From an optimization exercise on the open Yosys and OpenROAD flow, aimed at a short achievable clock period and few clock cycles; shortcuts taken in it are not production practice. Where RTL was checked, it was by simulation tests only, not by an equivalence proof against the original. Only the layout flow was run in runs 1, 3, 4 and 7; the RTL was not checked for function there. Power figures rest on the tool's default switching activity, not on a simulated workload.

==> flow/design.v (outline; a module is shown in full before it is edited, if it fits) <==
// module MulCSA24: 1122 lines
// module CPU: 180 lines
// module FetchNext: 17 lines
module CPU(
input Clock,
input Reset,
output [23:0] imem_addr,
input [23:0] imem_data,
output [23:0] dmem_addr,
output [23:0] dmem_wdata,
output dmem_we,
input [23:0] dmem_rdata,
output halted
);
  // ...
==> flow/flow/run.sh <==
#!/bin/bash
# The standard layout (standard.sh), with ORFS's repair_timing asked to
# keep 20 ns of setup slack at the design's 26 ns clock.
set -o pipefail
bash standard.sh SETUP_SLACK_MARGIN=20 finish > standard.log 2>&1
==> flow/standard.sh <==
#!/bin/bash
# synth_recipe.tcl (not shown) runs the flow's synth.tcl, then flattens the netlist and writes it again
# the make line also repeats each setting of config.mk as NAME=value (left out here)
make -C /OpenROAD-flow-scripts/flow DESIGN_CONFIG=/design/flow/config.mk WORK_HOME=/design/flow/orfs CLKGATE_MAP_FILE= SYNTH_SCRIPT=/design/flow/synth_recipe.tcl "${@:-finish}"
==> flow/config.mk <==
export PLATFORM = sky130hd
export DESIGN_NAME = CPU
export DESIGN_NICKNAME = CPU
export VERILOG_FILES = /design/flow/design.v
export SDC_FILE = /design/flow/constraint.sdc
export NUM_CORES = 4
export LEC_CHECK = 0
export CAP_MARGIN = 20
export CORE_MARGIN = 2
export CORE_UTILIZATION = 40
export SLEW_MARGIN = 20
export SYNTH_HIERARCHICAL = 1
==> flow/constraint.sdc <==
create_clock -name core_clock -period 26.0 [get_ports {Clock}]
set_input_delay 5.2000 -clock core_clock [delete_from_list [all_inputs] [get_ports {Clock}]]
set_output_delay 5.2000 -clock core_clock [all_outputs]
set_load 0.01 [all_outputs]
==> results.tsv, run 1 <==
metric	value	unit
status	complete, no violations	
yosysMostFrequentCell	inv_1	
cts_buffers	82	
setup_violations	0	
vias	44230	
worstPathRequired	26.64	ns
first_pass_iters	6	
fin_nets	6201	
met1_length	86670	µm
multi_input_area_share	52.65	%
ys_ff_latch	729	
grt_setup_unrepaired	yes	
start_kind	primary input	
avgViaCountPerCell	5.971	
use_met3	7.748	%
power.switching	1.091	mW
worst_ep_arrival_time	7.07	ns
fin_util	45.56	%
cts_sinks	729	
fp.dieH	388.1	µm
seqCellArea	0.02033	mm²
placed_area	0.06171	mm²
place_inst	7167	
drv_slew	0	
p_per_area	51.93	mW/mm²
path_class	in2reg	
==> module CPU, before the edit <==
module CPU(
input Clock,
input Reset,
output [23:0] imem_addr,
input [23:0] imem_data,
output [23:0] dmem_addr,
output [23:0] dmem_wdata,
output dmem_we,
input [23:0] dmem_rdata,
output halted
);
reg [23:0] pc;
reg        halted_r;
reg [23:0] d_ir;
reg [23:0] d_pc3;
reg        d_valid;
reg        d_pred;
reg        e_wen;         
reg [3:0]  e_dst;
reg        e_ld;
reg        e_add;         
reg        e_mul;
reg [8:0]  e_sel;         
reg [23:0] e_a;
reg [23:0] e_b;
reg [23:0] m_a;           
reg [23:0] m_b;
reg [23:0] e_addr;
reg [23:0] e_sd;
reg        e_we;
reg        w_wen;
reg [3:0]  w_dst;
reg [23:0] w_val;
reg [47:0] p_s;
reg [47:0] p_c;
reg [23:0] rf [1:15];
function eqsum(input [23:0] a, input [23:0] b, input [23:0] k);
    reg [23:0] c;
    begin
        c = (a & b) | ((a | b) & ~k);
        eqsum = ((a ^ b ^ k) == {c[22:0], 1'b0});
    end
endfunction
assign imem_addr = pc;
wire [23:0] pc3 = pc + 24'd3;
wire [16:0] pc3_hi_p = pc3[23:7] + 17'd1;
wire [16:0] pc3_hi_m = pc3[23:7] - 17'd1;
wire f_beq;
wire [23:0] pc_next;
wire [23:0] pc_alt;
wire f_ok;
FetchNext fn0(.pc3(pc3), .pc3_hi_p(pc3_hi_p), .pc3_hi_m(pc3_hi_m),
              .word(imem_data), .ok(f_ok), .alt(pc_alt),
              .beq(f_beq), .next(pc_next));
wire [3:0] op = d_ir[23:20];
wire [3:0] rs = d_ir[19:16];
wire [3:0] rt = d_ir[15:12];
wire [3:0] rd = d_ir[11:8];
wire [3:0] fn = d_ir[3:0];
wire [23:0] imm = {{12{d_ir[11]}}, d_ir[11:0]};
wire imm_nz = |d_ir[11:0];
wire is_addi = (op == 4'b0001);
wire is_ld   = (op == 4'b0010);
wire is_st   = (op == 4'b0011);
wire is_beq  = (op == 4'b0100);
wire is_r    = (op == 4'b0110);
wire is_halt = (op == 4'b1111);
wire r_and = is_r & (fn == 4'b0000);
wire r_or  = is_r & (fn == 4'b0001);
wire r_add = is_r & (fn == 4'b0010);
wire r_sub = is_r & (fn == 4'b0011);
wire r_slt = is_r & (fn == 4'b0100);
wire r_mul = is_r & (fn == 4'b0101);
wire r_xor = is_r & (fn == 4'b0110);
wire r_sll = is_r & (fn == 4'b0111);
wire r_lo  = is_r & (fn == 4'b1000);
wire r_hi  = is_r & (fn == 4'b1001);
wire r_wr  = r_and | r_or | r_add | r_sub | r_slt | r_xor | r_sll | r_lo | r_hi;
wire [3:0] dst = is_r ? rd : rt;
wire wr = (is_addi | is_ld | r_wr) & (dst != 4'd0);
wire same = (rs == rt);
wire [23:0] rf_rs = (rs == 4'd0) ? 24'd0 : rf[rs];
wire [23:0] rf_rt = (rt == 4'd0) ? 24'd0 : rf[rt];
wire w_rs = w_wen & (w_dst == rs);
wire w_rt = w_wen & (w_dst == rt);
wire [23:0] a_ne = w_rs ? w_val : rf_rs;
wire [23:0] b_ne = w_rt ? w_val : rf_rt;
wire e_rs = e_wen & (e_dst == rs);
wire e_rt = e_wen & (e_dst == rt);
wire [23:0] e_res;
wire [23:0] e_fwd = e_ld ? dmem_rdata : e_res;
wire [23:0] a_full = e_rs ? e_fwd : a_ne;
wire [23:0] b_full = e_rt ? e_fwd : b_ne;
wire stall = d_valid & (((is_beq & ~same) & (e_rs | e_rt) & ~e_add) |
                        ((is_ld | is_st) & e_rs));
wire eq = e_rs ? eqsum(e_a, e_b, b_ne) :
          e_rt ? eqsum(e_a, e_b, a_ne) :
                 (a_ne == b_ne);
wire taken = is_beq & (same | eq);
wire [23:0] target = d_pc3 + imm;
wire go = d_valid & ~stall;
wire redirect = go & taken & imm_nz & ~d_pred;
wire halting = go & is_halt;
wire hold = stall | halting | halted_r;
assign f_ok = ~hold & ~redirect;
assign pc_alt = hold ? pc : (redirect ? target : pc3);
wire [23:0] sum  = e_a + e_b;
wire [23:0] diff = e_a - e_b;
wire [4:0]  sh   = e_b[4:0] + 5'd7;
wire [23:0] tsh  = e_b - 24'd17;    
wire [23:0] shl  = (sh < 5'd24) ? (e_a << sh) : 24'd0;
wire [23:0] sll  = tsh[23] ? shl : {e_a[0], 23'd0};
wire [47:0] prod = p_s + p_c;
assign e_res = ({24{e_sel[0]}} & (e_a & e_b)) |
               ({24{e_sel[1]}} & (e_a | e_b)) |
               ({24{e_sel[2]}} & sum) |
               ({24{e_sel[3]}} & diff) |
               ({24{e_sel[4]}} & {23'd0, diff[23]}) |
               ({24{e_sel[5]}} & (e_a ^ e_b)) |
               ({24{e_sel[6]}} & sll) |
               ({24{e_sel[7]}} & prod[23:0]) |
               ({24{e_sel[8]}} & prod[47:24]);
wire [47:0] m_s, m_c;
MulCSA24 mul0(.a(m_a), .b(m_b), .s(m_s), .c(m_c));
assign dmem_addr  = e_addr;
assign dmem_wdata = e_sd;
assign dmem_we    = e_we;
assign halted     = halted_r;
always @(posedge Clock) begin
    if (Reset) begin
        pc       <= 24'd10;
        halted_r <= 1'b0;
        d_valid  <= 1'b0;
        e_wen    <= 1'b0;
        e_ld     <= 1'b0;
        e_mul    <= 1'b0;
        e_we     <= 1'b0;
        w_wen    <= 1'b0;
    end else begin
        pc <= pc_next;
        if (halting | halted_r) begin
            halted_r <= 1'b1;
            d_valid  <= 1'b0;
        end else if (!stall) begin
            d_valid <= ~redirect;
        end
        e_wen <= go & wr;
        e_ld  <= go & is_ld;
        e_mul <= go & r_mul;
        e_we  <= go & is_st;
        w_wen <= e_wen;
    end
end
always @(posedge Clock) begin
    if (!stall) begin
        d_ir   <= imem_data;
        d_pc3  <= pc3;
        d_pred <= f_beq;
    end
    e_dst  <= dst;
    e_add  <= r_add | is_addi;
    e_sel  <= {r_hi, r_lo, r_sll, r_xor, r_slt, r_sub, r_add | is_addi, r_or, r_and};
    e_a    <= a_full;
    e_b    <= is_addi ? imm : b_full;
    e_sd   <= b_full;
    e_addr <= a_ne + imm;
    if (go & r_mul) begin
        m_a <= a_full;
        m_b <= b_full;
    end
    w_dst  <= e_dst;
    w_val  <= e_fwd;
    if (e_mul) begin
        p_s <= m_s;
        p_c <= m_c;
    end
    if (w_wen)
        rf[w_dst] <= w_val;
end
endmodule
==> module FetchNext, before the edit <==
module FetchNext(
input  [23:0] pc3,
input  [16:0] pc3_hi_p,
input  [16:0] pc3_hi_m,
input  [23:0] word,
input         ok,
input  [23:0] alt,
output        beq,
output [23:0] next
);
wire short = (word[11:6] == 6'b000000) | (word[11:6] == 6'b111111);
assign beq = (word[23:20] == 4'b0100) & (word[19:16] == word[15:12]) & short;
wire [7:0]  lo = {1'b0, pc3[6:0]} + {1'b0, word[6:0]};
wire [16:0] hi = word[6] ? (lo[7] ? pc3[23:7] : pc3_hi_m)
                         : (lo[7] ? pc3_hi_p : pc3[23:7]);
assign next = (beq & ok) ? {hi, lo[6:0]} : alt;
endmodule
==> inputs of run 2 (changes only) <==
--- a/flow/design.v
+++ b/flow/design.v
@@ -1172,8 +1172,11 @@
 wire [23:0] pc_next;
 wire [23:0] pc_alt;
 wire f_ok;
+wire       z_next;        
+wire [3:0] z_reg;
 FetchNext fn0(.pc3(pc3), .pc3_hi_p(pc3_hi_p), .pc3_hi_m(pc3_hi_m),
               .word(imem_data), .ok(f_ok), .alt(pc_alt),
+              .zd(z_next), .zreg(z_reg),
               .beq(f_beq), .next(pc_next));
 wire [3:0] op = d_ir[23:20];
 wire [3:0] rs = d_ir[19:16];
@@ -1222,11 +1225,14 @@
 wire taken = is_beq & (same | eq);
 wire [23:0] target = d_pc3 + imm;
 wire go = d_valid & ~stall;
-wire redirect = go & taken & imm_nz & ~d_pred;
+wire redirect = go & is_beq & (d_pred ? ~taken : (taken & imm_nz));
+wire [23:0] fix = d_pred ? d_pc3 : target;
+assign z_next = go & is_addi & wr & ~e_rs & eqsum(a_ne, imm, 24'd0);
+assign z_reg = dst;
 wire halting = go & is_halt;
 wire hold = stall | halting | halted_r;
 assign f_ok = ~hold & ~redirect;
-assign pc_alt = hold ? pc : (redirect ? target : pc3);
+assign pc_alt = hold ? pc : (redirect ? fix : pc3);
 wire [23:0] sum  = e_a + e_b;
 wire [23:0] diff = e_a - e_b;
 wire [4:0]  sh   = e_b[4:0] + 5'd7;
@@ -1308,11 +1314,15 @@
 input  [23:0] word,
 input         ok,
 input  [23:0] alt,
+input         zd,
+input  [3:0]  zreg,
 output        beq,
 output [23:0] next
 );
 wire short = (word[11:6] == 6'b000000) | (word[11:6] == 6'b111111);
-assign beq = (word[23:20] == 4'b0100) & (word[19:16] == word[15:12]) & short;
+wire z = zd & (((word[19:16] == zreg) & (word[15:12] == 4'd0)) |
+               ((word[15:12] == zreg) & (word[19:16] == 4'd0)));
+assign beq = (word[23:20] == 4'b0100) & ((word[19:16] == word[15:12]) | z) & short;
 wire [7:0]  lo = {1'b0, pc3[6:0]} + {1'b0, word[6:0]};
 wire [16:0] hi = word[6] ? (lo[7] ? pc3[23:7] : pc3_hi_m)
                          : (lo[7] ? pc3_hi_p : pc3[23:7]);
==> results.tsv, run 2 <==
metric	value	unit	change
status	complete, no violations		unchanged
synth_ff_type	edfxtp_1		unchanged
totalWireLength	211200	µm	was 211,800 µm
fin_util	45.11	%	was 45.56%
rr_worst_depth	23		was 20
synth_commonest_cells	inv_1, edfxtp_1, fa_1		unchanged
holdPathStages	0		unchanged
finalInstanceArea	0.06741	mm²	was 0.06656 mm²
largest_register_ffs	360		unchanged
setup_ws	19.57	ns	was 19.56 ns
netlist.area_leader.share	27.66	%	was 28.14%
cp_slowest_cell	dfxtp_2		was o31ai_2
grt-ovfl-total	0		unchanged
syn_area	0.06004	mm²	was 0.05900 mm²
grt_usage	27.50	%	was 27.78%
synth.avg_cell_area	10.83	µm²	was 10.99 µm²
start_kind	flip-flop		was primary input
root_buffer	clkbuf_16		unchanged
antenna_found_initial	8		was 9
largest-register	rf		unchanged
grt_pass1_vias	45080		was 43,920
crit_buf_inv	1		was 3
fmax	0.1556	GHz	was 0.1554 GHz
ant_nets	0		unchanged
clock_path_buffers	3		unchanged
wire_per_inst	27.54	µm	was 28.59 µm
worstPathCellList	buf_6		was buf_12 -> ha_4 -> a211oi_4 -> o21a_4 -> a21oi_4 -> buf_12 -> buf_12 -> o221a_4 -> o31ai_2 -> nor2b_1
cts_tree	yes		unchanged
htreeDepth	3		unchanged
first_pass_iters	6		unchanged
io_pins	124		unchanged
fp.dieW	391.4	µm	was 388.1 µm
yosysTopAreaCell	edfxtp_1		unchanged
synthTopCellsByArea	edfxtp_1, fa_1, dfxtp_1		was edfxtp_1, fa_1, mux4_2
yosysSeqAreaShare	33.52	%	was 34.12%
hold_viol_final	0		unchanged
coreArea	0.1494	mm²	was 0.1461 mm²
reg.largest.list	rf (360), p_c (48), p_s (48)		unchanged
ys_ff_latch	729		unchanged
post-route-period-util	24.73	%	was 24.76%
vias	45010		was 44,230
cp_num_cells	1		was 10
pre_cts_slack	18.04	ns	was 17.99 ns
hold_path.class	reg2reg		unchanged
syn-instance-count	5542		was 5,370
grt_first_pass_wirelength	307700	µm	was 305,500 µm
slowest_delay	0.38	ns	was 0.27 ns
drv_slew	0		unchanged
place_hpwl	145700	µm	was 145,500 µm
worst_ep_arrival_time	1.23	ns	was 7.07 ns
path_clk_slew	0.06	ns	was 0.07 ns
ys_warn_count	7		unchanged
fp.dieH	391.4	µm	was 388.1 µm
drc	0		unchanged
power	3.422	mW	was 3.457 mW
numPortBuffers	123		unchanged
ys_async_sr_fraction	0	%	unchanged
maxSlewHeadroom	25.74	%	was 20.46%
skew	0.06775	ns	was 0.07189 ns
grt_max_degree	71		was 63
max_cap_violations	0		unchanged
crit_fanout	1		was 5
clock_latency	0.73	ns	was 0.71 ns
irDropWorstVdd	0.05101	mV	was 0.05507 mV
place_inst	7432		was 7,167
synth_cell_types	103		was 106
timing.hold.ws	0.3945	ns	was 0.3975 ns
endpoint_kind	output port		was flip-flop
area_growth	12.27	%	was 12.81%
instances_no_fill	7670		was 7,408
start_util	40.18	%	was 40.39%
placed_area	0.06265	mm²	was 0.06171 mm²
p_per_area	50.76	mW/mm²	was 51.93 mW/mm²
drt-initial-drc-count	5131		was 5,379
dieArea	0.1532	mm²	was 0.1506 mm²
p_leak	26.96	nW	was 26.44 nW
gp_congestion	1.017		was 1.025
drive_above_1_share	15.76	%	was 17.13%
fp-row-count	142		was 140
cts_buffers	84		was 82
period_needed	6.429	ns	was 6.437 ns
yosysMostFrequentCell	inv_1		unchanged
critPathTopFamily	flip-flops		was compound AO/OA/AOI/OAI gates
path_class	reg2out		was in2reg
fillCellCount	13810		was 13,440
setup_violations	0		unchanged
worstPathRequired	20.80	ns	was 26.64 ns
final_common_cell	inv_1		unchanged
avgViaCountPerCell	5.868		was 5.971
fin_nets	6385		was 6,201
grt_setup_unrepaired	yes		unchanged
cts_sinks	729		unchanged
layout_common_cells	inv_1, edfxtp_1, fa_1		unchanged
worst_slew_pin_slew	1.100	ns	was 1.185 ns
setup_tns	0	ns	unchanged
synth_edf_count	553		unchanged
==> run 2: logic make-up after synthesis <==
kind of cell / share of synthesized area [%]
AO/OA/AOI/OAI: 10.45
flip-flops: 33.52
buffers and inverters: 8.585
multiplexers: 8.667
AND/OR/NAND/NOR: 12.25
XOR/XNOR: 4.055
other: 0.006245
adder cells (fa/ha/maj): 22.46
==> run 2: final cells by class <==
type	instances	area, µm²	share of cell area (%)
multi-input cells	3710	35640	52.87
flip-flops and latches	729	20340	30.17
inverters	717	2691	3.992
diodes	5	12.51	0.01856
repair buffers	336	3359	4.984
clock inverters	51	563.0	0.8353
well taps	2016	2522	3.742
clock buffers	106	2280	3.382
==> run 2: repair_timing <==
action                     in CTS  in global routing
gates cloned                    9                  1
hold buffers                    0                  0
setup endpoints to repair     201                126
pin swaps                      19                  8
gates resized for setup       698                 69
buffers inserted               46                 17
==> run 2: layer usage <==
layer,wire length (µm),global-route usage (%)
met5,13,0
met4,8892,10.08
met2,93790,41.70
met1,86710,38.39
met3,21810,6.304
==> run 2: final timing paths <==
| kind | start | end | slack (ns) |
|---|---|---|---|
| worst max-delay path | e_sd[5] | dmem_wdata[5] | 19.57 |
| worst min-delay path | e_dst[1] | w_dst[1] | 0.39 |
| worst max register to register | flip-flop | pc[21] | 19.81 |
| worst min register to register | e_dst[1] | w_dst[1] | 0.39 |
==> run 2: power by group <==
part / internal (mW) / switching, mW / leakage, nW
Clock: 0.692 / 0.534 / 1.37
Combinational: 0.341 / 0.478 / 18.9
Sequential: 1.30 / 0.0756 / 6.68
Total: 2.33 / 1.09 / 27.0
==> run 2: Yosys stat by module (local to each module, per instance) <==
module | area, µm² | flops+latches | cells inside
MulCSA24 | 16080 | 0 | 1752
CPU | 42320 | 729 | 3571
FetchNext | 1645 | 0 | 219
==> run 2: worst reg2reg max path, cell delays in order (launching register included) <==
cell and delay, ns:
dfxtp_4 0.47, buf_6 0.50, buf_6 0.53, nor2_1 0.12
a211oi_1 0.23, a211oi_1 0.09, o32ai_2 0.69, inv_1 0.18
fa_1 0.43, xnor2_1 0.14, nor4_1 0.28, nand4_1 0.13
nor4_1 0.20, nor3_1 0.12, o31ai_4 0.17, nor2_1 0.25
nor3_2 0.38, nand3_2 0.15, a21oi_4 0.16, buf_6 0.15
buf_12 0.11, buf_16 0.13, mux2_4 0.30, nor2b_1 0.12
Testbench counts of run 2, summed over its fixed seeds: cycles 26,342.
==> inputs of run 3 (changes only) <==
--- a/flow/design.v
+++ b/flow/design.v
@@ -1231,8 +1231,8 @@
 assign z_reg = dst;
 wire halting = go & is_halt;
 wire hold = stall | halting | halted_r;
-assign f_ok = ~hold & ~redirect;
-assign pc_alt = hold ? pc : (redirect ? fix : pc3);
+assign f_ok = ~Reset & ~hold & ~redirect;
+assign pc_alt = Reset ? 24'd10 : hold ? pc : (redirect ? fix : pc3);
 wire [23:0] sum  = e_a + e_b;
 wire [23:0] diff = e_a - e_b;
 wire [4:0]  sh   = e_b[4:0] + 5'd7;
@@ -1256,8 +1256,8 @@
 assign dmem_we    = e_we;
 assign halted     = halted_r;
 always @(posedge Clock) begin
+    pc <= pc_next;        
     if (Reset) begin
-        pc       <= 24'd10;
         halted_r <= 1'b0;
         d_valid  <= 1'b0;
         e_wen    <= 1'b0;
@@ -1266,7 +1266,6 @@
         e_we     <= 1'b0;
         w_wen    <= 1'b0;
     end else begin
-        pc <= pc_next;
         if (halting | halted_r) begin
             halted_r <= 1'b1;
             d_valid  <= 1'b0;
==> flow/flow/run.sh (replaced) <==
#!/bin/bash
# The standard layout (standard.sh), with ORFS's repair_timing asked to
# keep 21 ns of setup slack at the design's 26 ns clock.
set -o pipefail
bash standard.sh SETUP_SLACK_MARGIN=21 finish > standard.log 2>&1
--- a/flow/config.mk
+++ b/flow/config.mk
@@ -7,6 +7,6 @@
 export LEC_CHECK = 0
 export CAP_MARGIN = 20
 export CORE_MARGIN = 2
-export CORE_UTILIZATION = 40
+export CORE_UTILIZATION = 60
 export SLEW_MARGIN = 20
 export SYNTH_HIERARCHICAL = 1
==> results.tsv, run 3 <==
metric	value	unit	change
post-route-period-util	24.79	%	was 24.73%
ant_nets	0		unchanged
irDropWorstVdd	0.07171	mV	was 0.05101 mV
totalWireLength	221100	µm	was 211,200 µm
maxSlewHeadroom	18.44	%	was 25.74%
fp.dieW	322.6	µm	was 391.4 µm
crit_buf_inv	1		unchanged
ys_async_sr_fraction	0	%	unchanged
ys_warn_count	7		unchanged
p_int	2.415	mW	was 2.335 mW
clock_latency	0.71	ns	was 0.73 ns
path_clk_slew	0.07	ns	was 0.06 ns
fmax	0.1552	GHz	was 0.1556 GHz
switching_share	32.39	%	was 31.76%
drc	0		unchanged
skew	0.06251	ns	was 0.06775 ns
largest_register_ffs	360		unchanged
numPortBuffers	123		unchanged
cp_slowest_cell	dfxtp_4		was dfxtp_2
endpoint_kind	output port		unchanged
grt_max_degree	60		was 71
reg.largest.list	rf (360), p_c (48), p_s (48)		unchanged
period_needed	6.445	ns	was 6.429 ns
synth_ff_type	edfxtp_1		unchanged
synth_edf_count	553		unchanged
fp-row-count	116		was 142
hold_viol_final	0		unchanged
grt-ovfl-total	0		unchanged
setup_violations	0		unchanged
syn-instance-count	5660		was 5,542
hp-start	e_dst[1]		unchanged
synth_commonest_cells	inv_1, edfxtp_1, fa_1		unchanged
min_to	w_dst[1]		unchanged
grt_setup_unrepaired	yes		unchanged
worstPathRequired	20.80	ns	about the same
htreeDepth	3		unchanged
drt-initial-drc-count	5769		was 5,131
gp_congestion	1.081		was 1.017
combPwrFrac	26.7	%	was 23.9%
seqPwrFrac	39.1	%	was 40.3%
fin_nets	6587		was 6,385
avgViaCountPerCell	6.565		was 5.868
crit_fanout	1		unchanged
cts_hold_buf	0		unchanged
start_util	60.73	%	was 40.18%
grt_usage	43.02	%	was 27.50%
slowest_delay	0.41	ns	was 0.38 ns
area_growth	15.01	%	was 12.27%
worstPathCellList	buf_6		unchanged
power	3.572	mW	was 3.422 mW
fillCellCount	7428		was 13,810
power.switching	1.157	mW	was 1.087 mW
syn_area	0.06091	mm²	was 0.06004 mm²
start_kind	flip-flop		unchanged
max_cap_violations	0		unchanged
vias	47340		was 45,010
worst_ep_arrival_time	1.24	ns	was 1.23 ns
drv_slew	0		unchanged
dieArea	0.1041	mm²	was 0.1532 mm²
r2r_slack	19.95	ns	was 19.81 ns
rr_worst_depth	20		was 23
ys_ff_latch	729		unchanged
antenna_found_initial	7		was 8
holdPathStages	0		unchanged
cts_tree	yes		unchanged
yosysTopAreaCell	edfxtp_1		unchanged
fp.dieH	322.6	µm	was 391.4 µm
drive_above_1_share	19.88	%	was 15.76%
synthTopCellsByArea	edfxtp_1, fa_1, mux4_2		was edfxtp_1, fa_1, dfxtp_1
synth_cell_types	113		was 103
first_pass_iters	6		unchanged
yosysSeqAreaShare	33.05	%	was 33.52%
coreArea	0.1003	mm²	was 0.1494 mm²
netlist.area_leader.share	27.26	%	was 27.66%
status	complete, no violations		unchanged
hold_path.class	reg2reg		unchanged
wire_per_inst	30.67	µm	was 27.54 µm
clock_path_buffers	3		unchanged
cts_buffers	81		was 84
final_common_cell	inv_1		unchanged
p_per_area	50.99	mW/mm²	was 50.76 mW/mm²
layout_common_cells	inv_1, edfxtp_1, fa_1		unchanged
worstReg2RegEnd	pc[8]		was pc[21]
worst_slew_pin_slew	1.223	ns	was 1.100 ns
cts_sinks	729		unchanged
largest-register	rf		unchanged
place_hpwl	148600	µm	was 145,700 µm
p_leak	28.03	nW	was 26.96 nW
grt_pass1_vias	47340		was 45,080
io_pins	124		unchanged
grt_first_pass_wirelength	321800	µm	was 307,700 µm
path_class	reg2out		unchanged
root_buffer	clkbuf_16		unchanged
yosysMostFrequentCell	inv_1		unchanged
setup_tns	0	ns	unchanged
synth.avg_cell_area	10.76	µm²	was 10.83 µm²
pwr-share-clk	34.2	%	was 35.8%
critPathTopFamily	flip-flops		unchanged
run 3: logic make-up after synthesis:
kind of cell	synth area share (%)
AND/OR/NAND/NOR	13.14
AO/OA/AOI/OAI	10.88
buffers and inverters	8.367
adder cells (fa/ha/maj)	22.15
flip-flops	33.05
other	0.006157
XOR/XNOR	3.724
multiplexers	8.688
run 3: power by group through the flow:
stage / registers, mW / clock network [mW] / logic (mW)
after floorplan: 1.38 / 0 / 0.506
after global placement: 1.42 / 0 / 0.753
after detailed placement: 1.42 / 0 / 0.756
after CTS: 1.39 / 1.22 / 0.892
after global routing: 1.40 / 1.27 / 0.999
final: 1.40 / 1.22 / 0.955
run 3: layout make-up:
class	instances	area (µm²)	share of cell area, %
clock inverter	37	544.3	0.7770
antenna	5	12.51	0.01786
inverter	696	2679	3.824
clock buffer	115	2287	3.265
tap	1357	1698	2.424
timing repair buffer	433	4996	7.132
multi-input combinational	3839	37490	53.52
sequential	729	20340	29.04
run 3: metrics by stage:
step / instance area [µm²] / hold slack, ns / utilization [%] / cells / setup slack, ns
after floorplan: 61500 / 0.3730 / - / 5662 / 19.30
after global placement: 63040 / 0.3806 / 62.85 / 6872 / 17.67
after detailed placement: 63090 / 0.3877 / 62.91 / 6874 / 17.94
after CTS: 69190 / 0.3967 / 68.98 / 7164 / 19.55
after global routing: 70040 / 0.3992 / 69.84 / 7207 / 19.54
final: 70050 / 0.3922 / 69.85 / 7211 / 19.56
run 3: worst max path at each step:
stage,startpoint,to,cells after the start
2_1_floorplan,imem_data[4],pc[13],7
3_3_place_gp,Reset,pc[23],8
3_5_place_dp,Reset,pc[23],9
4_1_cts,e_sd[3],dmem_wdata[3],1
5_1_grt,e_sd[18],dmem_wdata[18],1
6_report,e_sd[20],dmem_wdata[20],1
run 3: what timing repair did:
action / in CTS / in global routing
pin swaps: 69 / 60
buffers inserted: 120 / 40
endpoints found under the setup margin: 316 / 274
resized for setup: 979 / 129
cloned: 18 / 1
run 3: Yosys stat by module, one instance, submodules excluded:
| module | flops+latches | cells | copies in the design |
|---|---|---|---|
| MulCSA24 | 0 | 1752 | 1 |
| CPU | 729 | 3689 | 1 |
| FetchNext | 0 | 219 | 1 |
run 3: layer usage:
layer  track usage (%)  wire length, µm  vias to the layer above
met5                 0               54                        -
met4             28.02            16880                        8
met3             11.95            26860                      822
met2             65.58            98310                     3115
met1             54.09            79040                    23680
li1                  -                -                    19720
==> inputs of run 4 (changes only) <==
==> flow/flow/run.sh (replaced) <==
#!/bin/bash
# The standard layout (standard.sh), with ORFS's repair_timing asked to
# keep 21 ns of setup slack at the design's 26 ns clock, and the flops that
# drive output ports placed beside their port buffers (flow/pin_flops.tcl,
# run before detailed placement).
set -o pipefail
bash standard.sh SETUP_SLACK_MARGIN=21 PRE_DETAIL_PLACE_TCL=$PWD/flow/pin_flops.tcl finish > standard.log 2>&1
==> flow/flow/pin_flops.tcl (new file) <==
# Before detailed placement: put each flip-flop that drives an output port's
# buffer right beside that buffer, so the flop-to-pin wire is short. The
# detailed placer then legalizes them.
set block [ord::get_db_block]
set moved 0
foreach bterm [$block getBTerms] {
  if { [$bterm getIoType] != "OUTPUT" } { continue }
  set net [$bterm getNet]
  if { $net == "NULL" } { continue }
  set buf ""
  foreach it [$net getITerms] {
    if { [$it getIoType] == "OUTPUT" } { set buf [$it getInst] }
  }
  if { $buf == "" } { continue }
  set innet ""
  foreach it [$buf getITerms] {
    if { [$it getIoType] == "INPUT" && [[$it getMTerm] getSigType] == "SIGNAL" } { set innet [$it getNet] }
  }
  if { $innet == "" || $innet == "NULL" } { continue }
  set drv ""
  foreach it [$innet getITerms] {
    if { [$it getIoType] == "OUTPUT" } { set drv [$it getInst] }
  }
  if { $drv == "" } { continue }
  if { ![[$drv getMaster] isSequential] } { continue }
  set loc [$buf getLocation]
  $drv setLocation [lindex $loc 0] [lindex $loc 1]
  $drv setPlacementStatus PLACED
  incr moved
}
puts "pin_flops: moved $moved flip-flops next to their output buffers"
==> results.tsv, run 4 <==
metric	value	unit	change
status	complete, no violations		unchanged
grt_max_degree	60		unchanged
reg.largest.list	rf (360), p_c (48), p_s (48)		unchanged
largest_register_ffs	360		unchanged
timing.hold.ws	0.3736	ns	was 0.3922 ns
setup_ws	19.57	ns	was 19.56 ns
p_per_area	50.40	mW/mm²	was 50.99 mW/mm²
avgViaCountPerCell	6.608		was 6.565
fp.dieW	322.6	µm	unchanged
synth_cell_types	113		unchanged
cts_hold_buf	0		unchanged
numPortBuffers	123		unchanged
ys_warn_count	7		unchanged
final_common_cell	inv_1		unchanged
grt_usage	43.15	%	was 43.02%
cts_buffers	81		unchanged
netlist.area_leader.share	27.26	%	unchanged
clock_path_buffers	3		unchanged
start_util	60.73	%	unchanged
crit_buf_inv	3		was 1
cts_tree	yes		unchanged
htreeDepth	3		unchanged
busiest_layer	met2		unchanged
wire_per_inst	30.93	µm	was 30.67 µm
grt_first_pass_wirelength	323100	µm	was 321,800 µm
use_met3	12.36	%	was 11.95%
worst_slew_pin_slew	1.220	ns	was 1.223 ns
place_hpwl	150000	µm	was 148,600 µm
cts_sinks	729		unchanged
p_leak	28.34	nW	was 28.03 nW
yosysMostFrequentCell	inv_1		unchanged
synth.avg_cell_area	10.76	µm²	unchanged
start_kind	primary input		was flip-flop
pre_cts_slack	17.95	ns	was 17.94 ns
fp.dieH	322.6	µm	unchanged
hold_viol_final	0		unchanged
period_needed	6.435	ns	was 6.445 ns
ys_ff_latch	729		unchanged
setup_violations	0		unchanged
fin_nets	6633		was 6,587
fmax	0.1554	GHz	was 0.1552 GHz
first_pass_iters	8		was 6
path_class	in2reg		was reg2out
cp_slowest_cell	a2111o_1		was dfxtp_4
grt_setup_unrepaired	yes		unchanged
drt-initial-drc-count	5979		was 5,769
antenna_found_initial	14		was 7
yosysSeqAreaShare	33.05	%	unchanged
layout_common_cells	inv_1, edfxtp_1, fa_1		unchanged
ant_nets	0		unchanged
crit_fanout	8		was 1
worstPathCellList	buf_4 -> ha_4 -> a2111o_1 -> a21oi_4 -> buf_12 -> buf_16 -> a211o_1 -> nand2_2 -> mux2_4		was buf_6
grt-ovfl-total	0		unchanged
root_buffer	clkbuf_16		unchanged
setup_tns	0	ns	unchanged
grt_pass1_vias	47840		was 47,340
maxSlewHeadroom	17.82	%	was 18.44%
worst_ep_arrival_time	7.00	ns	was 1.24 ns
worstPathRequired	26.57	ns	was 20.80 ns
critPathTopFamily	compound AO/OA/AOI/OAI gates		was flip-flops
slowest_delay	0.47	ns	was 0.41 ns
yosysTopAreaCell	edfxtp_1		unchanged
drc	0		unchanged
grtUsageMet2	65.84	%	was 65.58%
endpoint_kind	flip-flop		was output port
ys_async_sr_fraction	0	%	unchanged
synth_ff_type	edfxtp_1		unchanged
path_clk_slew	0.06	ns	was 0.07 ns
area_growth	16.03	%	was 15.01%
hold_path.class	reg2reg		unchanged
clock_latency	0.69	ns	was 0.71 ns
skew	0.03948	ns	was 0.06251 ns
max_cap_violations	0		unchanged
synth_commonest_cells	inv_1, edfxtp_1, fa_1		unchanged
drv_slew	0		unchanged
dieArea	0.1041	mm²	unchanged
synth_edf_count	553		unchanged
synthTopCellsByArea	edfxtp_1, fa_1, mux4_2		unchanged
drive_above_1_share	20.71	%	was 19.88%
gp_congestion	1.081		unchanged
vias	47940		was 47,340
coreArea	0.1003	mm²	unchanged
syn_area	0.06091	mm²	unchanged
use_met1	53.92	%	was 54.09%
irDropWorstVdd	0.07889	mV	was 0.07171 mV
totalWireLength	224400	µm	was 221,100 µm
fp-row-count	116		unchanged
largest-register	rf		unchanged
syn-instance-count	5660		unchanged
post-route-period-util	24.75	%	was 24.79%
io_pins	124		unchanged
-- run 4: cell counts after synthesis --
Identical to the previous run, type by type.
-- run 4: per-layer routing --
metal / up-vias / share of wire, %
met1: 24060 / 36
met4: 8 / 7.5
met5: - / 0.021
met3: 837 / 12
met2: 3226 / 45
li1: 19820 / -
-- run 4: per-stage QoR --
step	util [%]	area [µm²]	std cells	power, mW
after detailed placement	62.91	63090	6874	2.175
after CTS	69.31	69510	7191	3.500
after floorplan	-	61500	5662	1.889
after global placement	62.85	63040	6872	2.171
after global routing	70.46	70660	7252	3.653
final	70.47	70670	7255	3.562
-- run 4: final cells by class --
type	count	area, µm²
sequential	729	20300
antenna	3	7.507
clock buffer	119	2351
clock inverter	33	427.9
timing repair buffer	479	5644
inverter	696	2679
tap	1357	1698
multi-input combinational	3839	37560
fill	7264	29620
-- run 4: modules after synthesis, one instance, submodules excluded --
module,cells inside,flops+latches
MulCSA24,1752,0
FetchNext,219,0
CPU,3689,729
-- run 4: what timing repair did --
action                     CTS  global route
cloned                      15             7
pin swaps                   84            63
resized for setup          982           144
buffers inserted           150            52
setup endpoints to repair  316           275
-- run 4: path summary, 6_finish.rpt --
check	endpoint	startpoint	slack [ns]	cells past startpoint
hold reg to reg	w_dst[0]	e_dst[0]	0.37	0
hold / removal	w_dst[0]	e_dst[0]	0.37	0
setup / recovery	pc[16]	imem_data[3]	19.57	9
setup reg to reg	pc[22]	flip-flop	19.94	18
-- run 4: cells by family after synthesis --
group	after synthesis	synth area share, %
other	1	0.006157
buffers and inverters	1095	8.367
xor gates and xnor gates	259	3.724
and+or+nand+nor	1590	13.14
adders and majority gates	757	22.15
AOI/OAI and AO/OA	914	10.88
DFF	729	33.05
muxes	315	8.688
-- run 4: where the power goes --
part | leakage (nW) | switching [mW] | internal (mW)
Clock | 1.35 | 0.521 | 0.679
Sequential | 6.67 | 0.0755 | 1.31
Combinational | 20.3 | 0.556 | 0.418
-- run 4: worst register-to-register path, delay by kind of cell, from the launching register on --
kind / cells / cell delay (ns)
mux: 3 / 1.34
compound gates: 4 / 1.17
fa+ha+maj: 1 / 0.51
xor+xnor: 1 / 0.24
simple gates: 7 / 1.21
flops: 1 / 0.67
buf+inv: 2 / 0.78
==> inputs of run 5 (changes only) <==
--- a/flow/design.v
+++ b/flow/design.v
@@ -1231,8 +1231,8 @@
 assign z_reg = dst;
 wire halting = go & is_halt;
 wire hold = stall | halting | halted_r;
-assign f_ok = ~Reset & ~hold & ~redirect;
-assign pc_alt = Reset ? 24'd10 : hold ? pc : (redirect ? fix : pc3);
+assign f_ok = ~hold & ~redirect;
+assign pc_alt = hold ? pc : (redirect ? fix : pc3);
 wire [23:0] sum  = e_a + e_b;
 wire [23:0] diff = e_a - e_b;
 wire [4:0]  sh   = e_b[4:0] + 5'd7;
@@ -1256,8 +1256,8 @@
 assign dmem_we    = e_we;
 assign halted     = halted_r;
 always @(posedge Clock) begin
-    pc <= pc_next;        
     if (Reset) begin
+        pc       <= 24'd10;
         halted_r <= 1'b0;
         d_valid  <= 1'b0;
         e_wen    <= 1'b0;
@@ -1266,6 +1266,7 @@
         e_we     <= 1'b0;
         w_wen    <= 1'b0;
     end else begin
+        pc <= pc_next;
         if (halting | halted_r) begin
             halted_r <= 1'b1;
             d_valid  <= 1'b0;
==> flow/flow/run.sh (replaced) <==
#!/bin/bash
# The standard layout (standard.sh), with ORFS's repair_timing asked to
# keep 20 ns of setup slack at the design's 26 ns clock, and the flops that
# drive output ports placed beside their port buffers (flow/pin_flops.tcl,
# run before detailed placement).
set -o pipefail
bash standard.sh SETUP_SLACK_MARGIN=20 PRE_DETAIL_PLACE_TCL=$PWD/flow/pin_flops.tcl finish > standard.log 2>&1
--- a/flow/config.mk
+++ b/flow/config.mk
@@ -7,6 +7,6 @@
 export LEC_CHECK = 0
 export CAP_MARGIN = 20
 export CORE_MARGIN = 2
-export CORE_UTILIZATION = 60
+export CORE_UTILIZATION = 40
 export SLEW_MARGIN = 20
 export SYNTH_HIERARCHICAL = 1
==> results.tsv, run 5 <==
metric	value	unit	change
status	complete, no violations		unchanged
clock_path_buffers	3		unchanged
worst_ep_arrival_time	7.06	ns	was 7.00 ns
grt_usage	27.57	%	was 43.15%
path_clk_slew	0.06	ns	about the same
fp-row-count	142		was 116
layout_common_cells	inv_1, edfxtp_1, fa_1		unchanged
hold_viol_final	0		unchanged
root_buffer	clkbuf_16		unchanged
crit_fanout	6		was 8
post-route-period-util	24.84	%	was 24.75%
ys_warn_count	7		unchanged
netlist.area_leader.share	27.66	%	was 27.26%
gp_congestion	1.017		was 1.081
drv_slew	0		unchanged
skew	0.1039	ns	was 0.03948 ns
ant_nets	0		unchanged
synth_commonest_cells	inv_1, edfxtp_1, fa_1		unchanged
synth.avg_cell_area	10.83	µm²	was 10.76 µm²
p_leak	27.05	nW	was 28.34 nW
fillCellCount	13790		was 7,264
path_class	in2reg		unchanged
wire_per_inst	27.62	µm	was 30.93 µm
irDropWorstVdd	0.05384	mV	was 0.07889 mV
fin_util	45.23	%	was 70.47%
setup_tns	0	ns	unchanged
maxSlewHeadroom	24.92	%	was 17.82%
htreeDepth	3		unchanged
reg.largest.list	rf (360), p_c (48), p_s (48)		unchanged
hold_path.class	reg2reg		unchanged
worst_slew_pin_slew	1.123	ns	was 1.220 ns
multi_input_area	0.03575	mm²	was 0.03756 mm²
fp.dieH	391.4	µm	was 322.6 µm
yosysTopAreaCell	edfxtp_1		unchanged
start_kind	primary input		unchanged
setup_violations	0		unchanged
p_per_area	51.25	mW/mm²	was 50.40 mW/mm²
totalWireLength	212000	µm	was 224,400 µm
synth_edf_count	553		unchanged
synth_cell_types	103		was 113
placed_area	0.06265	mm²	was 0.06309 mm²
coreArea	0.1494	mm²	was 0.1003 mm²
area_growth	12.55	%	was 16.03%
clock_latency	0.76	ns	was 0.69 ns
start_util	40.18	%	was 60.73%
largest-register	rf		unchanged
max_cap_violations	0		unchanged
ys_async_sr_fraction	0	%	unchanged
synthTopCellsByArea	edfxtp_1, fa_1, dfxtp_1		was edfxtp_1, fa_1, mux4_2
dieArea	0.1532	mm²	was 0.1041 mm²
ys_ff_latch	729		unchanged
syn_area	0.06004	mm²	was 0.06091 mm²
worstPathRequired	26.60	ns	was 26.57 ns
grt_setup_unrepaired	yes		unchanged
cts_sinks	729		unchanged
grt_pass1_vias	44970		was 47,840
vias	44870		was 47,940
io_pins	124		unchanged
syn-instance-count	5542		was 5,660
yosysMostFrequentCell	inv_1		unchanged
fin_nets	6391		was 6,633
grt_first_pass_wirelength	308500	µm	was 323,100 µm
drc	0		unchanged
endpoint_kind	flip-flop		unchanged
avgViaCountPerCell	5.845		was 6.608
cts_tree	yes		unchanged
drt-initial-drc-count	5336		was 5,979
synth_ff_type	edfxtp_1		unchanged
seqCellArea	0.02029	mm²	was 0.02030 mm²
numPortBuffers	123		unchanged
fmax	0.1548	GHz	was 0.1554 GHz
instances_no_fill	7676		was 7,255
place_hpwl	146600	µm	was 150,000 µm
final_common_cell	inv_1		unchanged
grt-ovfl-total	0		unchanged
grt_max_degree	71		was 60
drive_above_1_share	15.93	%	was 20.71%
period_needed	6.459	ns	was 6.435 ns
antenna_found_initial	13		was 14
fp.dieW	391.4	µm	was 322.6 µm
largest_register_ffs	360		unchanged
cts_buffers	86		was 81
finalInstanceArea	0.06758	mm²	was 0.07067 mm²
place_inst	7432		was 6,874
yosysSeqAreaShare	33.52	%	was 33.05%
first_pass_iters	7		was 8
==> run 5: cell types whose count changed after synthesis, moves of 11 or more <==
| cell | previous run | this run |
|---|---|---|
| o32ai_1 | 15 | 29 |
| nand3_1 | 90 | 68 |
| or3_1 | 18 | 7 |
| xnor2_1 | 151 | 177 |
| and2_2 | 0 | 28 |
| nor2_1 | 256 | 222 |
| clkbuf_1 | 134 | 111 |
| and3_1 | 41 | 21 |
| a21oi_1 | 182 | 165 |
| mux4_2 | 159 | 141 |
| inv_1 | 688 | 715 |
| nor2b_1 | 40 | 60 |
| a21o_1 | 66 | 48 |
| and2_1 | 378 | 337 |
==> run 5: kinds of logic (layout without fill, tap and decap cells) <==
family	count (synthesis)	in the layout	synth area share [%]
fa+ha+maj	757	757	22.46
simple gates	1470	1470	12.25
xor+xnor	278	278	4.055
other cells	1	7	0.006245
compound gates	889	890	10.45
flops	729	729	33.52
buf+inv	1106	1217	8.585
mux	312	312	8.667
==> run 5: worst max-delay path: stages <==
cell and delay (ns):
buf_6 0.11, buf_12 0.14, nor4_4 0.28, a2bb2o_4 0.18, nand3_4 0.08, a21oi_4 0.24
buf_6 0.16, buf_12 0.10, buf_16 0.13, mux2_4 0.30, nor2b_4 0.13
==> run 5: cell type report <==
class                   count  share of cell area, %
clock inverters            44                 0.8498
repair buffers            340                  4.960
inverters                 717                  3.983
multi-input cells        3710                  52.91
clock buffers             116                  3.531
diodes                      4                0.01481
well taps                2016                  3.733
flip-flops and latches    729                  30.02
==> run 5: metrics by stage <==
stage / total power [mW] / hold slack (ns) / setup slack, ns
floorplan: 1.850 / 0.3746 / 19.14
global placement: 2.122 / 0.3799 / 18.04
detailed placement: 2.124 / 0.3829 / 17.96
CTS: 3.448 / 0.3992 / 19.54
global route: 3.577 / 0.4030 / 19.49
finish: 3.464 / 0.3981 / 19.54
==> run 5: timing repair <==
item                                    in CTS  in global routing
endpoints found under the setup margin     192                118
resized for setup                          686                 63
pin swaps                                   24                 11
hold buffers                                 0                  0
setup buffers                               60                  8
endpoints found under the hold margin        0                  0
cloned                                       9                  1
==> run 5: where the power goes <==
part,internal (mW),total [mW],switching (mW)
Sequential,1.30,1.37,0.0677
Combinational,0.347,0.834,0.487
Clock,0.716,1.26,0.544
==> run 5: Yosys stat by module, one instance, submodules excluded <==
module | times used | flops+latches | cell area, µm² | cells inside
CPU | 1 | 729 | 42320 | 3571
MulCSA24 | 1 | 0 | 16080 | 1752
FetchNext | 1 | 0 | 1645 | 219
==> run 5: per-layer routing <==
metal	up-vias	routed length (µm)	global-route usage, %
met1	23020	88320	38.32
met3	419	21090	6.457
met2	2365	93760	41.79
li1	19060	-	-
met5	-	37	0
met4	6	8822	10.35
==> run 5: worst paths after layout <==
| path | from | end | slack, ns | cells after the start |
|---|---|---|---|---|
| worst max register to register | flip-flop | pc[19] | 19.78 | 21 |
| worst max-delay path | imem_data[6] | pc[19] | 19.54 | 11 |
| worst min register to register | e_dst[1] | w_dst[1] | 0.40 | 0 |
| worst min-delay path | e_dst[1] | w_dst[1] | 0.40 | 0 |
Testbench counts of run 5, summed over its fixed seeds: cycles 26,342.
==> inputs of run 6 (changes only) <==
--- a/flow/design.v
+++ b/flow/design.v
@@ -1225,8 +1225,9 @@
 wire taken = is_beq & (same | eq);
 wire [23:0] target = d_pc3 + imm;
 wire go = d_valid & ~stall;
-wire redirect = go & is_beq & (d_pred ? ~taken : (taken & imm_nz));
-wire [23:0] fix = d_pred ? d_pc3 : target;
+wire short = (d_ir[11:6] == 6'b000000) | (d_ir[11:6] == 6'b111111);
+wire redirect = go & is_beq & (d_pred ? (~taken | ~short) : (taken & imm_nz));
+wire [23:0] fix = taken ? target : d_pc3;
 assign z_next = go & is_addi & wr & ~e_rs & eqsum(a_ne, imm, 24'd0);
 assign z_reg = dst;
 wire halting = go & is_halt;
@@ -1319,10 +1320,9 @@
 output        beq,
 output [23:0] next
 );
-wire short = (word[11:6] == 6'b000000) | (word[11:6] == 6'b111111);
 wire z = zd & (((word[19:16] == zreg) & (word[15:12] == 4'd0)) |
                ((word[15:12] == zreg) & (word[19:16] == 4'd0)));
-assign beq = (word[23:20] == 4'b0100) & ((word[19:16] == word[15:12]) | z) & short;
+assign beq = (word[23:20] == 4'b0100) & ((word[19:16] == word[15:12]) | z);
 wire [7:0]  lo = {1'b0, pc3[6:0]} + {1'b0, word[6:0]};
 wire [16:0] hi = word[6] ? (lo[7] ? pc3[23:7] : pc3_hi_m)
                          : (lo[7] ? pc3_hi_p : pc3[23:7]);
==> results.tsv, run 6 <==
metric	value	unit	change
status	complete, no violations		unchanged
cp_slowest_cell	a221oi_4		was mux2_4
largest-register	rf		unchanged
worst_slew_pin_slew	1.146	ns	was 1.123 ns
ys_ff_latch	729		unchanged
syn_area	0.05997	mm²	was 0.06004 mm²
fillCellCount	13820		was 13,790
reg.largest.list	rf (360), p_c (48), p_s (48)		unchanged
io_pins	124		unchanged
start_kind	primary input		unchanged
endpoint_kind	flip-flop		unchanged
avgViaCountPerCell	5.883		was 5.845
synth_edf_count	553		unchanged
drive_above_1_share	16.47	%	was 15.93%
path_clk_slew	0.06	ns	about the same
setup_violations	0		unchanged
ys_async_sr_fraction	0	%	unchanged
power	3.465	mW	was 3.464 mW
yosysMostFrequentCell	inv_1		unchanged
crit_fanout	6		unchanged
slowest_delay	0.34	ns	was 0.30 ns
dieArea	0.1530	mm²	was 0.1532 mm²
seqCellArea	0.02027	mm²	was 0.02029 mm²
pre_cts_slack	18.03	ns	was 17.96 ns
hp-start	e_dst[0]		was e_dst[1]
clock_latency	0.73	ns	was 0.76 ns
final_common_cell	inv_1		unchanged
grt_usage	28.02	%	was 27.57%
worstReg2RegEnd	pc[3]		was pc[19]
critPathTopFamily	compound AO/OA/AOI/OAI gates		was buffers and inverters
ant_nets	0		unchanged
finalInstanceArea	0.06790	mm²	was 0.06758 mm²
syn-instance-count	5512		was 5,542
worstPathRequired	26.58	ns	was 26.60 ns
synth_commonest_cells	inv_1, edfxtp_1, fa_1		unchanged
worst_ep_arrival_time	7.05	ns	was 7.06 ns
netlist.area_leader.share	27.69	%	was 27.66%
grt_first_pass_wirelength	311500	µm	was 308,500 µm
largest_register_ffs	360		unchanged
grt-ovfl-total	0		unchanged
grt_pass1_vias	45040		was 44,970
p_per_area	51.03	mW/mm²	was 51.25 mW/mm²
setup_tns	0	ns	unchanged
placed_area	0.06270	mm²	was 0.06265 mm²
numPortBuffers	123		unchanged
gp_congestion	1.014		was 1.017
timing.hold.ws	0.3915	ns	was 0.3981 ns
worstPathCellList	clkdlybuf4s15_2 -> ha_4 -> a21o_1 -> a221oi_4 -> buf_6 -> buf_12 -> a22o_1 -> nand3_1 -> mux2_4 -> nor2b_4		was buf_6 -> buf_12 -> nor4_4 -> a2bb2o_4 -> nand3_4 -> a21oi_4 -> buf_6 -> buf_12 -> buf_16 -> mux2_4 -> nor2b_4
fp.dieW	391.2	µm	was 391.4 µm
root_buffer	clkbuf_16		unchanged
synth_cell_types	97		was 103
ys_warn_count	7		unchanged
period_needed	6.470	ns	was 6.459 ns
place_inst	7387		was 7,432
hold_path.class	reg2reg		unchanged
instances_no_fill	7635		was 7,676
p_leak	26.85	nW	was 27.05 nW
cts_hold_buf	0		unchanged
fmax	0.1546	GHz	was 0.1548 GHz
fin_nets	6349		was 6,391
synthTopCellsByArea	edfxtp_1, fa_1, mux4_2		was edfxtp_1, fa_1, dfxtp_1
hold_viol_final	0		unchanged
post-route-period-util	24.89	%	was 24.84%
synth.avg_cell_area	10.88	µm²	was 10.83 µm²
drc	0		unchanged
grt_setup_unrepaired	yes		unchanged
start_util	40.13	%	was 40.18%
fp-row-count	142		unchanged
cts_sinks	729		unchanged
drv_slew	0		unchanged
irDropWorstVdd	0.05510	mV	was 0.05384 mV
multi_input_area	0.03599	mm²	was 0.03575 mm²
yosysTopAreaCell	edfxtp_1		unchanged
skew	0.09763	ns	was 0.1039 ns
htreeDepth	3		unchanged
clock_path_buffers	3		unchanged
cts_tree	yes		unchanged
totalWireLength	215800	µm	was 212,000 µm
wire_per_inst	28.27	µm	was 27.62 µm
holdPathStages	0		unchanged
vias	44920		was 44,870
cts_buffers	86		unchanged
grt_max_degree	75		was 71
antenna_found_initial	10		was 13
area_growth	13.23	%	was 12.55%
crit_buf_inv	3		was 5
yosysSeqAreaShare	33.57	%	was 33.52%
first_pass_iters	6		was 7
coreArea	0.1494	mm²	unchanged
path_class	in2reg		unchanged
synth_ff_type	edfxtp_1		unchanged
rr_worst_depth	20		was 21
layout_common_cells	inv_1, edfxtp_1, fa_1		unchanged
fp.dieH	391.2	µm	was 391.4 µm
place_hpwl	149100	µm	was 146,600 µm
maxSlewHeadroom	23.57	%	was 24.92%
r2r_slack	19.62	ns	was 19.78 ns
drt-initial-drc-count	5069		was 5,336
max_cap_violations	0		unchanged
setup_ws	19.53	ns	was 19.54 ns
fin_util	45.44	%	was 45.23%
min_to	w_dst[0]		was w_dst[1]
==> run 6: cell types whose count changed in the layout (fill, tap and decap cells not counted), moves of 18 or more <==
cell     change
nand4_1     +20
mux4_2      +20
o21ai_0     -21
inv_1       -22
nand2_1     -55
a21oi_1     +21
nor2b_1     -18
a211o_1     -18
o22ai_1     -23
==> run 6: layout make-up <==
cell class | instances | share of cell area (%)
flip-flops and latches | 729 | 29.86
clock buffers | 118 | 3.540
repair buffers | 338 | 5.095
inverters | 697 | 3.853
well taps | 2016 | 3.715
clock inverters | 44 | 0.9195
diodes | 3 | 0.01106
multi-input cells | 3690 | 53.01
==> run 6: worst max-delay path by stage <==
stage / from / endpoint / slack, ns / cells after the start
2_1_floorplan: imem_data[20] / pc[3] / 19.07 / 7
3_3_place_gp: imem_data[16] / pc[1] / 18.07 / 8
3_5_place_dp: imem_data[16] / pc[1] / 18.03 / 8
4_1_cts: pc[2] / imem_addr[2] / 19.56 / 1
5_1_grt: imem_data[6] / pc[13] / 19.52 / 11
6_report: imem_data[3] / pc[16] / 19.53 / 10
==> run 6: per-module statistics from Yosys (local to each module, per instance) <==
module,times used,flip-flops and latches,cells
FetchNext,1,0,211
MulCSA24,1,0,1752
CPU,1,729,3549
==> run 6: logic make-up (layout without fill, tap and decap cells) <==
kind of cell	after synthesis	in the layout	share of synthesized area, %
AO/OA/AOI/OAI	865	865	10.22
AND/OR/NAND/NOR	1471	1471	12.54
other	1	6	0.006254
buffers and inverters	1095	1197	8.248
XOR/XNOR	285	285	4.163
adder cells (fa/ha/maj)	757	757	22.49
multiplexers	309	309	8.757
flip-flops	729	729	33.57
==> run 6: power by group <==
part | internal, mW | switching, mW
Combinational | 0.326 | 0.473
Clock | 0.748 | 0.549
Sequential | 1.30 | 0.0689
==> run 6: timing repair <==
action,in CTS,in global routing
cloned,14,1
pin swaps,55,22
buffers inserted,56,10
resized for setup,706,74
hold endpoints to repair,0,0
endpoints found under the setup margin,193,127
==> run 6: routing by layer <==
layer	part of all wire [%]	GRT usage, %
met3	11	6.842
met5	0.019	0
met4	4.0	10.57
met2	44	42.26
met1	41	38.95
Testbench counts of run 6, summed over its fixed seeds: cycles 26,342.
==> inputs of run 7 (changes only) <==
--- a/flow/design.v
+++ b/flow/design.v
@@ -1232,8 +1232,8 @@
 assign z_reg = dst;
 wire halting = go & is_halt;
 wire hold = stall | halting | halted_r;
-assign f_ok = ~hold & ~redirect;
-assign pc_alt = hold ? pc : (redirect ? fix : pc3);
+assign f_ok = ~Reset & ~hold & ~redirect;
+assign pc_alt = Reset ? 24'd10 : hold ? pc : (redirect ? fix : pc3);
 wire [23:0] sum  = e_a + e_b;
 wire [23:0] diff = e_a - e_b;
 wire [4:0]  sh   = e_b[4:0] + 5'd7;
@@ -1257,8 +1257,8 @@
 assign dmem_we    = e_we;
 assign halted     = halted_r;
 always @(posedge Clock) begin
+    pc <= pc_next;        
     if (Reset) begin
-        pc       <= 24'd10;
         halted_r <= 1'b0;
         d_valid  <= 1'b0;
         e_wen    <= 1'b0;
@@ -1267,7 +1267,6 @@
         e_we     <= 1'b0;
         w_wen    <= 1'b0;
     end else begin
-        pc <= pc_next;
         if (halting | halted_r) begin
             halted_r <= 1'b1;
             d_valid  <= 1'b0;
==> results.tsv, run 7 <==
metric	value	unit	change
switching_share	32.40	%	was 31.49%
maxSlewHeadroom	25.07	%	was 23.57%
setup_tns	0	ns	unchanged
seqPwrFrac	39.3	%	was 39.5%
clock_path_buffers	3		unchanged
max_cap_violations	0		unchanged
hold_path.class	reg2reg		unchanged
fp.dieW	391.3	µm	was 391.2 µm
netlist.area_leader.share	27.67	%	was 27.69%
fin_nets	6460		was 6,349
wire_per_inst	27.32	µm	was 28.27 µm
grt_usage	27.54	%	was 28.02%
gp_congestion	0.9974		was 1.014
post-route-period-util	24.60	%	was 24.89%
area_growth	13.67	%	was 13.23%
rr_worst_depth	22		was 20
period_needed	6.397	ns	was 6.470 ns
reg.largest.list	rf (360), p_c (48), p_s (48)		unchanged
grt_setup_unrepaired	yes		unchanged
status	complete, no violations		unchanged
power.switching	1.136	mW	was 1.091 mW
vias	45410		was 44,920
crit_buf_inv	1		was 3
yosysSeqAreaShare	33.54	%	was 33.57%
worstPathRequired	20.80	ns	was 26.58 ns
p_per_area	51.38	mW/mm²	was 51.03 mW/mm²
cp_num_cells	1		was 10
numPortBuffers	123		unchanged
dieArea	0.1532	mm²	was 0.1530 mm²
p_int	2.369	mW	was 2.374 mW
synth_cell_types	102		was 97
totalWireLength	211600	µm	was 215,800 µm
fp.dieH	391.3	µm	was 391.2 µm
fmax	0.1563	GHz	was 0.1546 GHz
final_common_cell	inv_1		unchanged
synthTopCellsByArea	edfxtp_1, fa_1, dfxtp_1		was edfxtp_1, fa_1, mux4_2
combPwrFrac	24.3	%	was 23.1%
cts_sinks	729		unchanged
syn_area	0.06002	mm²	was 0.05997 mm²
slowest_delay	0.35	ns	was 0.34 ns
hold_viol_final	0		unchanged
synthAdderAreaFrac	22.47	%	was 22.49%
worstReg2RegEnd	pc[6]		was pc[3]
pwr-share-clk	36.4	%	was 37.4%
ys_async_sr_fraction	0	%	unchanged
synthXorXnorAreaFrac	3.867	%	was 4.163%
crit_path_end	imem_addr[22]		was pc[16]
path_clk_slew	0.07	ns	was 0.06 ns
htreeDepth	3		unchanged
clock_latency	0.73	ns	about the same
synth_top_family_by_area	adder cells		unchanged
yosysTopAreaCell	edfxtp_1		unchanged
antenna_found_initial	9		was 10
critPathTopFamily	flip-flops		was compound AO/OA/AOI/OAI gates
p_leak	27.64	nW	was 26.85 nW
synth_ff_type	edfxtp_1		unchanged
start_kind	flip-flop		was primary input
skew	0.07447	ns	was 0.09763 ns
largest-register	rf		unchanged
root_buffer	clkbuf_16		unchanged
yosys.area_share.simple	12.89	%	was 12.54%
crit_fanout	2		was 6
drive_above_1_share	16.31	%	was 16.47%
io_pins	124		unchanged
grt_max_degree	60		was 75
fp-row-count	142		unchanged
ant_nets	0		unchanged
layout_common_cells	inv_1, edfxtp_1, fa_1		unchanged
synth_edf_count	553		unchanged
cts_buffers	88		was 86
ys_warn_count	7		unchanged
endpoint_kind	output port		was flip-flop
start_util	40.17	%	was 40.13%
grt-ovfl-total	0		unchanged
grt_pass1_vias	45150		was 45,040
path_class	reg2out		was in2reg
synth_compound_area_share	10.25	%	was 10.22%
drc	0		unchanged
r2r_slack	19.81	ns	was 19.62 ns
fin_util	45.65	%	was 45.44%
worst_ep_arrival_time	1.20	ns	was 7.05 ns
yosys-mux-area-fraction	8.850	%	was 8.757%
drt-initial-drc-count	4593		was 5,069
synth.avg_cell_area	10.78	µm²	was 10.88 µm²
setup_violations	0		unchanged
first_pass_iters	7		was 6
place_hpwl	148800	µm	was 149,100 µm
cp_slowest_cell	dfxtp_4		was a221oi_4
cts_tree	yes		unchanged
drv_slew	0		unchanged
largest_register_ffs	360		unchanged
avgViaCountPerCell	5.863		was 5.883
worst_slew_pin_slew	1.121	ns	was 1.146 ns
worstPathCellList	buf_6		was clkdlybuf4s15_2 -> ha_4 -> a21o_1 -> a221oi_4 -> buf_6 -> buf_12 -> a22o_1 -> nand3_1 -> mux2_4 -> nor2b_4
coreArea	0.1494	mm²	unchanged
startpoint	pc[22]		was imem_data[3]
synth_commonest_cells	inv_1, edfxtp_1, fa_1		unchanged
yosysMostFrequentCell	inv_1		unchanged
syn-instance-count	5569		was 5,512
irDropWorstVdd	0.05657	mV	was 0.05510 mV
grt_first_pass_wirelength	309900	µm	was 311,500 µm
ys_ff_latch	729		unchanged
cts_hold_buf	0		unchanged
run 7: changes by cell type after synthesis, sizes merged, moves of 22 or more:
cell    delta
a211oi    -46
mux2i     +96
mux4      -46
nor2b     -26
o21ai     +22
o22ai     +25
xnor2     -36
run 7: layer usage:
layer,up-vias,wire length [µm],track usage (%)
li1,19370,-,-
met1,23380,89560,38.97
met2,2290,94350,41.95
met3,378,20720,6.262
met4,4,6979,8.361
met5,-,27,0
run 7: timing repair:
item,CTS,global route
pin swaps,39,21
gates resized for setup,666,88
endpoints found under the setup margin,206,124
gates cloned,23,0
buffers inserted,69,27
run 7: kinds of logic (layout without fill, tap and decap cells):
logic type,after synthesis,count (layout)
flip-flops,729,729
AND/OR/NAND/NOR,1503,1511
XOR/XNOR,265,265
multiplexers,371,371
adder cells (fa/ha/maj),757,757
buffers and inverters,1068,1215
other,1,5
AO/OA/AOI/OAI,875,877
run 7: power groups by stage:
| stage | clock (mW) | combinational [mW] | sequential, mW |
|---|---|---|---|
| 2_1_floorplan | 0 | 0.479 | 1.37 |
| 3_3_place_gp | 0 | 0.729 | 1.41 |
| 3_5_place_dp | 0 | 0.739 | 1.40 |
| 4_1_cts | 1.29 | 0.810 | 1.37 |
| 5_1_grt | 1.34 | 0.899 | 1.38 |
| 6_report | 1.28 | 0.851 | 1.38 |
run 7: through the flow:
stage	instance area (µm²)	hold slack [ns]	cells	power, mW	setup WS [ns]
floorplan	60200	0.3730	5571	1.853	19.28
global placement	62750	0.3841	7454	2.137	17.45
detailed placement	62880	0.3882	7459	2.138	17.34
CTS	67620	0.3904	7716	3.476	19.56
global route	68210	0.3931	7744	3.616	19.57
finish	68220	0.3926	7746	3.505	19.60
run 7: how the worst min path moves through the flow:
stage          startpoint        to  slack, ns  depth (start not counted)
5_1_grt          e_dst[2]  w_dst[2]       0.39                          0
2_1_floorplan    e_dst[0]  w_dst[0]       0.37                          0
3_5_place_dp     e_dst[0]  w_dst[0]       0.39                          0
3_3_place_gp     e_dst[0]  w_dst[0]       0.38                          0
6_report         e_dst[1]  w_dst[1]       0.39                          0
4_1_cts          e_dst[0]  w_dst[0]       0.39                          0
run 7: layout make-up:
class | count | area, µm²
diodes | 2 | 5.005
clock buffers | 105 | 2357
well taps | 2016 | 2522
inverters | 681 | 2564
multi-input cells | 3784 | 36140
flip-flops and latches | 729 | 20270
fillers | 13750 | 81200
repair buffers | 368 | 3707
repair inverters | 1 | 5.005
clock inverters | 60 | 641.9
run 7: Yosys stat by module (local to each module, per instance):
module / cells / cell area [µm²] / flops+latches
FetchNext: 211 / 1662 / 0
MulCSA24: 1752 / 16080 / 0
CPU: 3606 / 42270 / 729

## static timing again, ports no longer ideal
How much do the figures lean on ideal ports? The routed layouts below were timed once more, with nothing changed but the port constraints. Step 1 sets driving cells, clkbuf_16 on the clock port and buf_2 on the other inputs (assumed; they add their load-dependent delay and slew). Step 2 moves the port delays by t, midway between the first and last clock arrival at a register: inputs arrive t later, outputs are due t later. That takes back most of the time a late clock gives input paths. Three values: no drivers, after step 1, after step 2; two values: the first two.
| run | t (ns) | setup slack, ns | hold WS [ns] | slew at the worst register clock pin (ns) |
|---|---|---|---|---|
| run 1 | 0.757 | 19.563 / 19.485 / 18.774 | 0.397 / 0.397 / 0.397 | 0.07 / 0.07 |
| run 2 | 0.773 | 19.571 / 19.491 / 18.888 | 0.394 / 0.394 / 0.394 | 0.07 / 0.07 |
| run 3 | 0.760 | 19.555 / 19.479 / 18.965 | 0.392 / 0.392 / 0.392 | 0.07 / 0.07 |
| run 4 | 0.750 | 19.566 / 19.568 / 18.849 | 0.374 / 0.374 / 0.374 | 0.07 / 0.07 |
| run 5 | 0.794 | 19.541 / 19.499 / 18.799 | 0.398 / 0.398 / 0.398 | 0.07 / 0.07 |
| run 6 | 0.764 | 19.530 / 19.520 / 18.802 | 0.391 / 0.391 / 0.391 | 0.08 / 0.08 |
| run 7 | 0.786 | 19.603 / 19.516 / 18.824 | 0.393 / 0.393 / 0.393 | 0.07 / 0.07 |
After both steps every run listed still meets setup and hold. For run 1, which loses most, drivers alone change the setup slack by -0.078 ns; drivers and shift together by -0.789 ns.
